This is an optimization exercise on Yosys and OpenROAD, whose aim is small area, not a production implementation.
In this exercise RTL edits were held to simulation tests only and were not proved equivalent to the original.
Power and IR drop assume default switching activity.

run 1:
## timer_top
module timer_top (sys_clk, sys_rst_n, tim_psel, tim_pwrite, tim_penable, tim_paddr, tim_pwdata, tim_prdata, tim_pstrb, tim_pready, tim_pslverr, tim_int, dbg_mode);
	input wire sys_clk, sys_rst_n;
	input wire tim_psel, tim_pwrite, tim_penable, dbg_mode;
	input wire [11:0] tim_paddr;
	input wire [31:0] tim_pwdata;
	input wire [3:0] tim_pstrb;
	output wire [31:0] tim_prdata;
	output wire tim_pready, tim_pslverr, tim_int;
	reg acc;
	always @(posedge sys_clk or negedge sys_rst_n)
		if (!sys_rst_n) acc <= 1'b0;
		else            acc <= tim_psel & tim_penable & ~acc;
	wire wr = acc &  tim_pwrite;
	wire rd = acc & ~tim_pwrite;
	wire [31:0] wdata = tim_pwdata;
	wire [3:0]  strb  = tim_pstrb;
	wire a_ok   = (tim_paddr[11:5] == 7'd0) && (tim_paddr[1:0] == 2'd0);
	wire [2:0] ai = tim_paddr[4:2];
	wire is_tcr   = a_ok && (ai == 3'd0);
	wire is_tdr0  = a_ok && (ai == 3'd1);
	wire is_tdr1  = a_ok && (ai == 3'd2);
	wire is_tcmp0 = a_ok && (ai == 3'd3);
	wire is_tcmp1 = a_ok && (ai == 3'd4);
	wire is_tier  = a_ok && (ai == 3'd5);
	wire is_tisr  = a_ok && (ai == 3'd6);
	wire is_thcsr = a_ok && (ai == 3'd7);
	reg timer_en, div_en;
	reg [3:0] div_val;
	reg int_en, halt_req, int_st;
	reg [31:0] tcmp0, tcmp1;
	reg [31:0] tdr0, tdr1;
	reg [63:0] cnt;
	reg load_back, tdr_wr_en, cnt_clr, int_clr;
	reg int_st_q, halt_ack, halt_ack_q, timer_en_q, cnt_en, rst_q;
	reg [7:0] cnt_div;
	wire tcr_wr = wr & is_tcr;
  ...
make LEC_CHECK=0 CAP_MARGIN=20 CORE_MARGIN=2 CORE_UTILIZATION=40 CTS_BUF_LIST=sky130_fd_sc_hd__clkbuf_4 SLEW_MARGIN=20 finish   # period 7.0 ns
run.sh (not shown) runs the stock make flow with config.mk's settings and CLKGATE_MAP_FILE= SYNTH_SCRIPT=/design/flow/synth_recipe.tcl, a recipe that flattens the netlist after the stock synthesis.
Both conditions hold for run 1: the flow ran to the end and the final layout passed the timing, design-rule and antenna checks.
#### Input delta (run 2 over run 1)
Settings: CTS_BUF_LIST no longer set, was sky130_fd_sc_hd__clkbuf_4; ABC_AREA now 1, previously not set.
### Flow results
Looking only at fraction of layout instances using a drive strength above 1, and setting everything else aside, the lower value of run 1 and run 2 goes to run 2.
Between run 2 and run 1, it is run 2 whose depth of the worst register-to-register path is lower, by 2.
Looking at via count, run 2 sits 2666 above run 1.
Changes observed in run 2 relative to run 1: register area share after synthesis went down by 3.8 points, core occupancy in the finished layout moved down, netlist area before placement went up about 9%.
#### Input delta (run 3 over run 2)
Settings: clearing ABC_AREA, which used to be 1.
- Of run 3 and run 2, the higher switching portion of total power belongs to run 3.
- Global placer's final weighted congestion ended up about 12% lower on run 3 than on run 2.
- Max average detailed-routed wire length per instance across run 3 and run 2: run 3
- Most common cell after layout, fill and taps aside = nand2_1: run 2; most common cell after layout, fill and taps aside = nand3_1: run 3
- Going from run 2 to run 3, share of power burned in the clock network shrinks by 3.0 points.
- Wire length (lower): run 3
## Diff of input files: run 4 against run 3
Settings: putting CTS_BUF_LIST at sky130_fd_sc_hd__clkbuf_2 where nothing was set; putting CTS_CLUSTER_SIZE at 20 where nothing was set.
Notes after the runs:
Run 3 → run 4: number of clock buffers in the layout increased 64, XOR/XNOR share of the synthesized area essentially unchanged, part of the cycle the worst path needs increased 0.27 points, number of antenna repair diodes increased 1.

========
timer_top, a different RTL version from the one above (not shown whole).
Size in the first run: about 9900 µm² of cells after synthesis.
clock: 7.0 ns
lec_check: 0
cap_margin: 20
core_margin: 2
core_utilization: 70
slew_margin: 20
standard.sh (not shown) runs the stock make flow with config.mk's settings and CLKGATE_MAP_FILE= SYNTH_SCRIPT=/design/flow/synth_recipe.tcl, a recipe that flattens the netlist after the stock synthesis.
==> flow/flow/run.sh <==
#!/bin/bash
# Standard ORFS layout with three changes:
#  - Yosys maps the logic with an area-oriented ABC script (flow/abc_speed.script,
#    used in place of ORFS's own); registers are left as the standard synthesis makes them.
#  - ports get sky130_fd_sc_hd__buf_1 buffers;
#  - CTS uses clkbuf_8 leaf buffers without dummy loads.
set -euo pipefail
here=$(pwd)
rm -rf "$here/scripts"
cp -r "$FLOW_HOME/scripts" "$here/scripts"
cp "$here/flow/abc_speed.script" "$here/scripts/abc_speed.script"
export BUFFER_PORTS_ARGS="-buffer_cell sky130_fd_sc_hd__buf_1"
export CTS_ARGS="-sink_clustering_enable -repair_clock_nets -dont_use_dummy_load -buf_list sky130_fd_sc_hd__clkbuf_8 -sink_clustering_size 16 -sink_clustering_max_diameter 100"
bash standard.sh SCRIPTS_DIR="$here/scripts" finish > standard.log 2>&1
==> flow/flow/abc_speed.script <==
&get -n
&st
&dch
&nf -R 1000 -p -a
&put
topo
Change:
==> flow/flow/run.sh (replaced) <==
#!/bin/bash
# Standard ORFS layout with two changes: ports get sky130_fd_sc_hd__buf_1
# buffers, and CTS uses small clock buffers without dummy loads.
set -euo pipefail
export BUFFER_PORTS_ARGS="-buffer_cell sky130_fd_sc_hd__buf_1"
export CTS_ARGS="-sink_clustering_enable -repair_clock_nets -dont_use_dummy_load -buf_list sky130_fd_sc_hd__clkbuf_8 -sink_clustering_size 16 -sink_clustering_max_diameter 100"
bash standard.sh > standard.log 2>&1
CORE_UTILIZATION = 40   (was 70)
removed: flow/flow/abc_speed.script
After rerunning: Fmax is higher by 2.7%. Total power is higher by 1.8%. Via count is lower by 1.9%. First-iteration DRC count is lower by 41%.
Change:
==> flow/flow/run.sh (replaced) <==
#!/bin/bash
# Standard ORFS layout with three changes:
#  - Yosys maps the logic with an area-oriented ABC script (flow/abc_speed.script,
#    used in place of ORFS's own); registers are left as the standard synthesis makes them.
#  - ports get sky130_fd_sc_hd__buf_1 buffers;
#  - CTS uses clkbuf_8 leaf buffers without dummy loads.
set -euo pipefail
here=$(pwd)
rm -rf "$here/scripts"
cp -r "$FLOW_HOME/scripts" "$here/scripts"
cp "$here/flow/abc_speed.script" "$here/scripts/abc_speed.script"
export BUFFER_PORTS_ARGS="-buffer_cell sky130_fd_sc_hd__buf_1"
export CTS_ARGS="-sink_clustering_enable -repair_clock_nets -dont_use_dummy_load -buf_list sky130_fd_sc_hd__clkbuf_4 -sink_clustering_size 10 -sink_clustering_max_diameter 60"
bash standard.sh SCRIPTS_DIR="$here/scripts" finish > standard.log 2>&1
==> flow/flow/abc_speed.script (new file) <==
&get -n
&st
&dch
&nf -R 1000 -p -a
&put
topo
CORE_UTILIZATION = 70   (was 40)
Effect:
- utilization climbs by 35 points
- non-clock buffer count grows by 1
- clock skew went down by 0.036 ns
- sequential cell count is unchanged
- synthesized cell count goes up by 0.74%
- via count came out higher by 2.8%
- wire length drops by 20%
- maximum frequency drops by 2.8%
- setup slack is worse by 0.15 ns
- clock power went down by 13%
- cell count is lower by 6.6%

========
== run D ==
timer_top, a different RTL version from the one above (not shown whole).
For scale: about 990 cells after synthesis, about 220 flip-flops, roughly 89 I/O pins, roughly 11000 um2 of cells after synthesis.
==> flow/config.mk <==
export PLATFORM = sky130hd
export DESIGN_NAME = timer_top
export DESIGN_NICKNAME = timer_top
export VERILOG_FILES = /design/flow/design.v
export SDC_FILE = /design/flow/constraint.sdc
export NUM_CORES = 4
export LEC_CHECK = 0
export CAP_MARGIN = 20
export CORE_MARGIN = 2
export CORE_UTILIZATION = 55
export SLEW_MARGIN = 20
==> flow/constraint.sdc <==
create_clock -name core_clock -period 7.0 [get_ports {sys_clk}]
set_input_delay 1.4000 -clock core_clock [delete_from_list [all_inputs] [get_ports {sys_clk}]]
set_output_delay 1.4000 -clock core_clock [all_outputs]
set_load 0.01 [all_outputs]
==> flow/flow/run.sh <==
#!/bin/bash
# Standard ORFS layout with two changes: ports get sky130_fd_sc_hd__buf_1
# buffers, and CTS uses small clock buffers without dummy loads.
set -euo pipefail
export BUFFER_PORTS_ARGS="-buffer_cell sky130_fd_sc_hd__buf_1"
export CTS_ARGS="-sink_clustering_enable -repair_clock_nets -dont_use_dummy_load -buf_list sky130_fd_sc_hd__clkbuf_8 -sink_clustering_size 16 -sink_clustering_max_diameter 100"
bash standard.sh > standard.log 2>&1
Changes in run B relative to run D:
- CORE_UTILIZATION changed from 55 to 80
## What came out
Run B completed; timing, DRC and antenna clean. Hold slack | run B above run D. Changes observed in run B relative to run D: half-perimeter wire length after placement has decreased; remaining global-route overflow comparable; final critical delay including setup and external delays decreased by 0.43 ns relative to the old numbers. As of run B, area of all placed cells without fillers had fallen slightly compared to run D. Run B leaves more setup margin than run D. Comparing run B with run D, the clock-pin slew of the registers on the worst-case setup and hold paths came out essentially unchanged.

========
Another version of the RTL of timer_top (not shown whole).
Size in the first run: ~1100 cells after synthesis, roughly 89 I/O pins, about 11000 µm² of cells after synthesis.
// timer_top
module timer_top (sys_clk, sys_rst_n, tim_psel, tim_pwrite, tim_penable, tim_paddr, tim_pwdata, tim_prdata, tim_pstrb, tim_pready, tim_pslverr, tim_int, dbg_mode);
	input wire sys_clk, sys_rst_n;
	input wire tim_psel, tim_pwrite, tim_penable, dbg_mode;
	input wire [11:0] tim_paddr;
	input wire [31:0] tim_pwdata;
	input wire [3:0] tim_pstrb;
	output wire [31:0] tim_prdata;
	output wire tim_pready, tim_pslverr, tim_int;
	reg acc;
	always @(posedge sys_clk or negedge sys_rst_n)
		if (!sys_rst_n) acc <= 1'b0;
		else            acc <= tim_psel & tim_penable & ~acc;
	wire wr = acc &  tim_pwrite;
	wire rd = acc & ~tim_pwrite;
	wire [31:0] wdata = tim_pwdata;
	wire [3:0]  strb  = tim_pstrb;
	wire a_ok   = (tim_paddr[11:5] == 7'd0) && (tim_paddr[1:0] == 2'd0);
	wire [2:0] ai = tim_paddr[4:2];
	wire is_tcr   = a_ok && (ai == 3'd0);
	wire is_tdr0  = a_ok && (ai == 3'd1);
	wire is_tdr1  = a_ok && (ai == 3'd2);
	wire is_tcmp0 = a_ok && (ai == 3'd3);
	wire is_tcmp1 = a_ok && (ai == 3'd4);
	wire is_tier  = a_ok && (ai == 3'd5);
	wire is_tisr  = a_ok && (ai == 3'd6);
	wire is_thcsr = a_ok && (ai == 3'd7);
	reg timer_en, div_en;
	reg [3:0] div_val;
	reg int_en, halt_req, int_st;
	reg [31:0] tcmp0, tcmp1;
	reg [31:0] tdr0, tdr1;
  ...
==> flow/config.mk <==
export PLATFORM = sky130hd
export DESIGN_NAME = timer_top
export DESIGN_NICKNAME = timer_top
export VERILOG_FILES = /design/flow/design.v
export SDC_FILE = /design/flow/constraint.sdc
export NUM_CORES = 4
export LEC_CHECK = 0
export CAP_MARGIN = 20
export CORE_MARGIN = 2
export CORE_UTILIZATION = 40
export SLEW_MARGIN = 20
==> flow/constraint.sdc <==
create_clock -name core_clock -period 7.0 [get_ports {sys_clk}]
set_input_delay 1.4000 -clock core_clock [delete_from_list [all_inputs] [get_ports {sys_clk}]]
set_output_delay 1.4000 -clock core_clock [all_outputs]
set_load 0.01 [all_outputs]
==> flow/flow/run.sh <==
#!/bin/bash
# Standard ORFS layout with two changes: ports get sky130_fd_sc_hd__buf_1
# buffers, and CTS uses small clock buffers without dummy loads.
set -euo pipefail
export BUFFER_PORTS_ARGS="-buffer_cell sky130_fd_sc_hd__buf_1"
export CTS_ARGS="-sink_clustering_enable -repair_clock_nets -dont_use_dummy_load -buf_list sky130_fd_sc_hd__clkbuf_4 -sink_clustering_size 40"
bash standard.sh > standard.log 2>&1
The first run finished clean.
Rerun with:
==> flow/flow/run.sh (replaced) <==
#!/bin/bash
# Standard ORFS layout with two changes: ports get sky130_fd_sc_hd__buf_1
# buffers, and CTS uses small clock buffers without dummy loads.
set -euo pipefail
export BUFFER_PORTS_ARGS="-buffer_cell sky130_fd_sc_hd__buf_1"
export CTS_ARGS="-sink_clustering_enable -repair_clock_nets -dont_use_dummy_load -buf_list sky130_fd_sc_hd__clkbuf_8 -sink_clustering_size 16 -sink_clustering_max_diameter 100"
bash standard.sh > standard.log 2>&1
What happened:
- The changed run finished clean
- final cell count came out lower by 2.8%
- area after synthesis is unchanged
- die area stays the same
- synthesized cell count stays the same

-- re-timing with driven ports --
How much do the figures lean on ideal ports? The routed layouts below were timed once more, with nothing changed but the port constraints.
Step 1: set_driving_cell puts a clkbuf_16 on sys_clk and a buf_2 on each other input, an assumption about the parent block.
Step 2 also shifts input and output timing later by t, the mid clock arrival at the registers, as if the neighbouring blocks saw the same clock.
Three values: ideal, step 1, step 2; two values: the first two.
| run | t, ns | setup WS [ns] | worst hold slack (ns) | worst setup path at the end | latest minus earliest clock arrival (ns) |
|---|---|---|---|---|---|
| run 1 | 0.706 | 1.400 / 1.363 / 1.363 | 0.443 / 0.443 / 0.443 | input to output | 0.033 / 0.033 |
| run 2 | 0.581 | 1.275 / 1.252 / 1.252 | 0.386 / 0.386 / 0.386 | input to output | 0.014 / 0.015 |
| run 3 | 0.562 | 1.385 / 1.343 / 1.343 | 0.443 / 0.443 / 0.443 | input to output | 0.017 / 0.016 |
| run 4 | 0.879 | 1.366 / 1.329 / 1.329 | 0.448 / 0.448 / 0.448 | input to output | 0.041 / 0.040 |
| the first run of note 2 | 0.543 | 1.847 / 1.828 / 1.828 | 0.395 / 0.395 / 0.395 | input to output | 0.016 / 0.016 |
| the second run of note 2 | 0.558 | 1.985 / 1.944 / 1.944 | 0.443 / 0.443 / 0.443 | input to output | 0.058 / 0.058 |
| the third run of note 2 | 0.694 | 1.839 / 1.819 / 1.819 | 0.396 / 0.396 / 0.396 | input to output | 0.020 / 0.019 |
| run D | 0.542 | 1.627 / 1.599 / 1.599 | 0.464 / 0.464 / 0.464 | input to output | 0.025 / 0.025 |
| run B | 0.543 | 2.053 / 2.022 / 2.022 | 0.469 / 0.469 / 0.469 | input to output | 0.034 / 0.034 |
| the first run of note 4 | 0.695 | 1.666 / 1.616 / 1.616 | 0.411 / 0.411 / 0.411 | input to output | 0.107 / 0.107 |
| the second run of note 4 | 0.568 | 1.668 / 1.611 / 1.611 | 0.447 / 0.447 / 0.447 | input to output | 0.037 / 0.036 |
After both steps setup and hold are still met in every run listed. For the second run of note 4, which loses most, drivers alone change the setup slack by -0.057 ns; drivers and shift together by -0.057 ns.
